This design comes from an exercise in tuning for small area on the open sky130 flow, not from production work. At most, simulation tests tie the RTL to the original design; equivalence was not proved. No activity file was given, so power comes from the tool's default toggle rates.

Setup of P:
// FrequencyDetector
module FrequencyDetector(MAX10_CLK1_50, KEY, HEX0, HEX1, HEX2, HEX3, HEX4, HEX5, LEDR, SW, GPIO);
	input MAX10_CLK1_50;
	input [1:0] KEY;
	output [6:0] HEX0, HEX1, HEX2, HEX3, HEX4, HEX5;
	output [9:0] LEDR;
	input [9:0] SW;
	input [34:0] GPIO;
	wire clk = MAX10_CLK1_50;
	wire rst = SW[1];
	wire sig = SW[0] ? KEY[1] : ~GPIO[0];
	reg ef, eb, ep;
	reg [25:0] cnt, P, W;
	wire [25:0] cnt_inc = (cnt > 26'd50000000) ? 26'd0 : cnt + 26'd1;
	wire [25:0] cnt_nx = ep ? 26'd0 : cnt_inc;
	always @(posedge clk) begin
		if (rst) begin
			cnt <= 26'd0;
			P <= 26'd0;
			W <= 26'd0;
		end else begin
			ef <= sig;
			eb <= ef;
			ep <= ~ef & eb;
			cnt <= cnt_nx;
			if (~ef & eb) P <= cnt;
			if (ef & ~eb) W <= cnt_nx;
		end
	end
	reg [5:0] st;			 
	always @(posedge clk) st <= st + 6'd1;
	wire ph = st[5];
	wire [4:0] t = st[4:0];
	wire first = (t == 5'd0);
	wire pnz = |P;
	wire mhz = pnz & (P <= 26'd50);
	wire khz = (P > 26'd50) & (P <= 26'd50000);
	wire hz = ~mhz & ~khz;
	wire [31:0] N = mhz ? 32'd50 : khz ? 32'd50000 : 32'd50000000;
	wire nbit = N[~t];
	wire wb = (t >= 5'd2 && t <= 5'd27) ? W[t - 5'd2] : 1'b0;
	reg [3:0] dl;
	reg [1:0] cy;
	wire [2:0] xs = wb + dl[2] + dl[3] + (first ? 2'd0 : cy);
	always @(posedge clk) begin
		dl <= {dl[2:0], wb};
		cy <= xs[2:1];
	end
	reg [31:0] ring;
	always @(posedge clk) ring <= {ph ? ring[0] : xs[0], ring[31:1]};
  ...
Size in the first run: ~880 cells after synthesis, ~8400 µm² of cells after synthesis.
Settings: LEC_CHECK=0, CAP_MARGIN=20, CORE_MARGIN=2, CORE_UTILIZATION=40, SLEW_MARGIN=20; clock period 115.0 ns.
standard.sh (not shown) runs the stock make flow with config.mk's settings and CLKGATE_MAP_FILE= SYNTH_SCRIPT=/design/flow/synth_recipe.tcl, a recipe that flattens the netlist after the stock synthesis.
==> flow/flow/run.sh <==
#!/bin/bash
# Standard ORFS layout, with two changes: port buffers use the smallest
# buffer cell, and clock tree synthesis inserts no dummy loads.
set -euo pipefail
export BUFFER_PORTS_ARGS="-buffer_cell sky130_fd_sc_hd__buf_1"
export CTS_ARGS="-sink_clustering_enable -repair_clock_nets -dont_use_dummy_load -buf_list {sky130_fd_sc_hd__clkbuf_4 sky130_fd_sc_hd__clkbuf_8}"
bash standard.sh > make_flow.log 2>&1
Edits applied to the flow inputs when going from P to Q:
--- a/flow/flow/run.sh
+++ b/flow/flow/run.sh
@@ -6 +6 @@
-export CTS_ARGS="-sink_clustering_enable -repair_clock_nets -dont_use_dummy_load -buf_list {sky130_fd_sc_hd__clkbuf_4 sky130_fd_sc_hd__clkbuf_8}"
+export CTS_ARGS="-sink_clustering_enable -repair_clock_nets -dont_use_dummy_load -buf_list {sky130_fd_sc_hd__clkbuf_8}"
## What came out
- Cell area: P vs Q identical
- Diff P..Q | remaining antenna violation count | unchanged
- Total clock buffers created by CTS delta (P -> Q): insignificant
- From P to Q, sum of overflow across all layers after global routing did not move at all.
- Initial antenna violation count came out exactly the same in Q and P.
- [compare] base=P new=Q: total standard cell area after synthesis held; global-route track usage on met3 held.
No functional check of the RTL was part of any run of this note.


## job 6159
FrequencyDetector, a different RTL version from the one above (not shown whole).
Size: ~610 cells after synthesis, roughly 190 flip-flops, ~100 I/O pins, ~7900 sq um of cells after synthesis.
Settings: LEC_CHECK=0, CAP_MARGIN=20, CORE_MARGIN=2, CORE_UTILIZATION=40, GPL_TIMING_DRIVEN=0, SLEW_MARGIN=20; clock period 115.0 ns.
==> flow/flow/run.sh <==
#!/bin/bash
# The standard ORFS layout (standard.sh), with two changes made through
# ORFS's own variables: the port buffers use the smallest buffer cell, and
# clock tree synthesis uses clkbuf_8 and inserts no dummy loads.
# make's full output goes to make_flow.log; ORFS keeps each step's log
# under orfs/logs/.
set -euo pipefail
export BUFFER_PORTS_ARGS="-buffer_cell sky130_fd_sc_hd__buf_1"
export CTS_ARGS="-sink_clustering_enable -repair_clock_nets -dont_use_dummy_load -buf_list {sky130_fd_sc_hd__clkbuf_8}"
bash standard.sh > make_flow.log 2>&1
No stage failed in job 6159, and the final checks on the layout all came back clean.
Input-level comparison between job 7540 and job 6159:
- GPL_TIMING_DRIVEN no longer set, was 0
==> comparison <==
On static power due to leakage: job 7540 sits below job 6159.
Comparing part of the total power dissipated in combinational logic for job 7540 and job 6159, the bigger number came from job 6159.
Power was lower in job 7540 than in job 6159.
Utilization job 6159 -> job 7540: down
Job 7540 vs. job 6159: design area decreased by 160 sq um relative to the old numbers; fraction of final layout cells with drive strength greater than 1 shows a reduction of 1.3 points.
Final wirelength went down by a few percent going from job 6159 to job 7540.
First-iteration DRC count shrinks by more than 10% when moving from job 6159 to job 7540.
Here is what was changed in the inputs of job 1928 compared with job 7540.
- CAP_MARGIN: 20 -> 0
- SLEW_MARGIN: 20 -> 0
Findings:
As far as number of global-route vias before repair is concerned, job 1928 and job 7540 perform about the same. Diff job 1928..job 7540 | post-route cell area | negligible. Higher number of vias after detailed routing was reported by job 1928, not job 7540. ~same final period utilization in job 7540 and job 1928. ~same slack of the critical path in job 7540 and job 1928. Status: fraction of standard cell area that is sequential parity (job 7540, job 1928).

[re-timing with driven ports]
No port has a modelled driver above. Below, the same layouts with a new extraction and two added sets of constraints.
Step 1, drivers: a clkbuf_16 drives MAX10_CLK1_50 and a buf_2 each remaining input, both assumed.
Step 2 adds t to the input delays and takes it off the output delays; t is the mean of the earliest and latest rising clock arrival at the registers after step 1. Input paths then give back, and output paths get back, about the clock's delay inside the block.
Three values: ideal ports, drivers, drivers and shift; two values: the first two.
| run | shift t [ns] | slack for setup (ns) | cell pins on the clock port's net |
|---|---|---|---|
| P | 0.481 | 90.241 / 90.205 / 90.379 | 1 |
| Q | 0.481 | 90.241 / 90.205 / 90.379 | 1 |
| job 6159 | 0.475 | 90.295 / 90.259 / 90.469 | 1 |
| job 7540 | 0.472 | 90.354 / 90.320 / 90.394 | 1 |
| job 1928 | 0.471 | 90.355 / 90.321 / 90.346 | 1 |
After both steps every run listed still meets setup and hold. For job 1928, which loses most, drivers alone change the setup slack by -0.034 ns; drivers and shift together by -0.009 ns.
